Context: an optimization exercise on an open-source flow, tuned for small area and a short achievable clock period. The choices shown serve that exercise and are no tape-out recipe.
At most, simulation tests tie the RTL to the original design; equivalence was not proved.
Power figures rest on the tool's default switching activity, not on a simulated workload.

## adress_checker
module adress_checker(
    input clk,
    input rst,
    input [63:0] address,          
    input [63:0] size,             
    input valid,                   
    input [3:0] start,             
    input [3:0] complete,          
    output reg [1:0] dependency    
    );
reg [63:0] address_buffer [0:3];       
reg [63:0] end_plus1_buffer [0:3];     
reg [3:0] end_plus1_top;               
reg [3:0] busy;
reg [3:0] free;      
function lt64;
    input [63:0] x;
    input [63:0] y;
    reg [63:0] g, p;
    integer k, w;
    begin
        g = y & ~x;
        p = y | ~x;
        for (w = 32; w >= 1; w = w / 2)
            for (k = 0; k < w; k = k + 1) begin
                g[k] = g[2*k+1] | (p[2*k+1] & g[2*k]);
                p[k] = p[2*k+1] & p[2*k];
            end
        lt64 = g[0];
    end
endfunction
function [63:0] add64;
    input [63:0] x;
    input [63:0] y;
    reg [63:0] g, p;
    integer k, l, s;
    begin
        g = x & y;
        p = x ^ y;
        for (l = 0; l < 6; l = l + 1) begin
            s = 1 << l;
  ...
==> module adress_checker, before the edit <==
module adress_checker(
    input clk,
    input rst,
    input [63:0] address,          
    input [63:0] size,             
    input valid,                   
    input [3:0] start,             
    input [3:0] complete,          
    output reg [1:0] dependency    
    );
reg [63:0] address_buffer [0:3];       
reg [63:0] end_plus1_buffer [0:3];     
reg [3:0] end_plus1_top;               
reg [3:0] busy;
reg [3:0] free;      
function lt64;
    input [63:0] x;
    input [63:0] y;
    reg [63:0] g, p;
    integer k, w;
    begin
        g = y & ~x;
        p = y | ~x;
        for (w = 32; w >= 1; w = w / 2)
            for (k = 0; k < w; k = k + 1) begin
                g[k] = g[2*k+1] | (p[2*k+1] & g[2*k]);
                p[k] = p[2*k+1] & p[2*k];
            end
        lt64 = g[0];
    end
endfunction
function [63:0] add64;
    input [63:0] x;
    input [63:0] y;
    reg [63:0] g, p;
    integer k, l, s;
    begin
        g = x & y;
        p = x ^ y;
        for (l = 0; l < 6; l = l + 1) begin
            s = 1 << l;
            for (k = 63; k >= 0; k = k - 1)
                if ((k & s) != 0) begin
                    g[k] = g[k] | (p[k] & g[(k & ~(2*s-1)) + s - 1]);
                    p[k] = p[k] & p[(k & ~(2*s-1)) + s - 1];
                end
        end
        add64 = (x ^ y) ^ {g[62:0], 1'b0};
    end
endfunction
wire [63:0] end_plus1 = add64(address, size);
wire end_plus1_is_top = ~|end_plus1;
reg [3:0] early;      
reg [3:0] clash;
reg [3:0] take;
integer i;
always @(*) begin
    for (i = 0; i < 4; i = i + 1) begin
        early[i] = busy[i] & (end_plus1_top[i] | lt64(address, end_plus1_buffer[i]));
        clash[i] = early[i] & (end_plus1_is_top | lt64(address_buffer[i], end_plus1));
    end
    take[0] = ~busy[0];
    take[1] = busy[0] & ~busy[1];
    take[2] = busy[0] & busy[1] & ~busy[2];
    take[3] = busy[0] & busy[1] & busy[2] & ~busy[3];
end
always @(posedge clk) begin
    for (i = 0; i < 4; i = i + 1) begin
        address_buffer[i] <= (address_buffer[i] & {64{busy[i]}}) | (address & {64{free[i]}});
        end_plus1_buffer[i] <= (end_plus1_buffer[i] & {64{busy[i]}}) | (end_plus1 & {64{free[i]}});
        end_plus1_top[i] <= (end_plus1_top[i] & busy[i]) | (end_plus1_is_top & free[i]);
    end
end
always @(posedge clk) begin
    if (~rst) begin
        busy <= 0;
        free <= 4'b1111;
        dependency <= 0;
    end
    else begin
        dependency[1] <= valid ? (&busy) : dependency[1];
        dependency[0] <= (valid & (&busy)) | (valid & |clash) | (~valid & dependency[0]);
        busy <= (busy & ~complete) | ((take & {4{valid}}) & {4{~|clash}});
        free <= ~((busy & ~complete) | ((take & {4{valid}}) & {4{~|clash}}));
    end
end
endmodule
clock: 7.5 ns
lec_check: 0
abc_area: 1
cap_margin: 20
core_margin: 2
core_utilization: 60
cts_cluster_diameter: 100
cts_cluster_size: 25
setup_slack_margin: 3.2
slew_margin: 20
tns_end_percent: 10
buffer_ports_args: -buffer_cell sky130_fd_sc_hd__buf_2
standard.sh (not shown) runs the stock make flow with config.mk's settings and CLKGATE_MAP_FILE= SYNTH_SCRIPT=/design/flow/synth_recipe.tcl, a recipe that flattens the netlist after the stock synthesis.
==> flow/flow/run.sh <==
#!/bin/bash
# Standard ORFS layout (standard.sh) with two changes:
# - the half/full adder cells are don't-use, so Yosys leaves adder and
#   comparator logic to ABC instead of extracting ha/fa cells;
# - the port buffers that buffer_ports inserts are buf_2 cells.
set -e
cat >> config.mk <<'EOF'
export DONT_USE_CELLS += sky130_fd_sc_hd__ha_1 sky130_fd_sc_hd__ha_2 sky130_fd_sc_hd__ha_4 sky130_fd_sc_hd__fa_1 sky130_fd_sc_hd__fa_2 sky130_fd_sc_hd__fa_4 sky130_fd_sc_hd__fah_1 sky130_fd_sc_hd__fahcin_1 sky130_fd_sc_hd__fahcon_1
export BUFFER_PORTS_ARGS = -buffer_cell sky130_fd_sc_hd__buf_2
EOF
bash standard.sh > standard.log 2>&1
Rerun with:
--- a/flow/design.v
+++ b/flow/design.v
@@ -51,15 +51,14 @@
 endfunction
 wire [63:0] end_plus1 = add64(address, size);
 wire end_plus1_is_top = ~|end_plus1;
-reg [3:0] early;      
 reg [3:0] clash;
 reg [3:0] take;
 integer i;
 always @(*) begin
-    for (i = 0; i < 4; i = i + 1) begin
-        early[i] = busy[i] & (end_plus1_top[i] | lt64(address, end_plus1_buffer[i]));
-        clash[i] = early[i] & (end_plus1_is_top | lt64(address_buffer[i], end_plus1));
-    end
+    for (i = 0; i < 4; i = i + 1)
+        clash[i] = busy[i]
+                 & (end_plus1_top[i] | lt64(address, end_plus1_buffer[i]))
+                 & (end_plus1_is_top | lt64(address_buffer[i], end_plus1));
     take[0] = ~busy[0];
     take[1] = busy[0] & ~busy[1];
     take[2] = busy[0] & busy[1] & ~busy[2];
@@ -79,10 +78,10 @@
         dependency <= 0;
     end
     else begin
-        dependency[1] <= valid ? (&busy) : dependency[1];
-        dependency[0] <= (valid & (&busy)) | (valid & |clash) | (~valid & dependency[0]);
-        busy <= (busy & ~complete) | ((take & {4{valid}}) & {4{~|clash}});
-        free <= ~((busy & ~complete) | ((take & {4{valid}}) & {4{~|clash}}));
+        if (valid)
+            dependency <= (&busy) ? 2'b11 : (|clash) ? 2'b01 : 2'b00;
+        busy <= (busy & ~complete) | (take & {4{valid & ~|clash}});
+        free <= ~((busy & ~complete) | (take & {4{valid & ~|clash}}));
     end
 end
 endmodule
After rerunning:
- The new run finished with timing, DRC and antenna clean
- design area falls by 6.4%
- first-iteration DRC count came out lower by 14%
- sequential power hardly moves
- critical path depth stays the same
- setup slack is worse by 57 ps
Function not checked in the first run of this note: the RTL went through the layout flow alone.

-- re-timing with driven ports --
How much do the figures lean on ideal ports? The routed layouts below were timed once more, with nothing changed but the port constraints.
Step 1 (the two cells are an assumption about what drives the block):
set clk [get_ports {clk}]
set_driving_cell -lib_cell sky130_fd_sc_hd__clkbuf_16 $clk
set_driving_cell -lib_cell sky130_fd_sc_hd__buf_2 [delete_from_list [all_inputs] $clk]
Step 2 also shifts input and output timing later by t, the mid clock arrival at the registers, as if the neighbouring blocks saw the same clock.
Slacks: ideal ports / drivers / drivers and shift; pairs: ideal ports / drivers.
run	shift t [ns]	setup WS [ns]	latest minus earliest clock arrival (ns)	worst register clock-pin slew, ns	pins driven straight from the clock port
the first run	0.660	3.167 / 3.199 / 2.539	0.036 / 0.036	0.11 / 0.11	1
the second run	0.655	3.110 / 3.148 / 2.492	0.029 / 0.029	0.11 / 0.11	1
After both steps setup and hold are still met in every run listed. The setup slack of the first run, which loses most, moves by +0.032 ns with the drivers and by -0.628 ns with both steps.
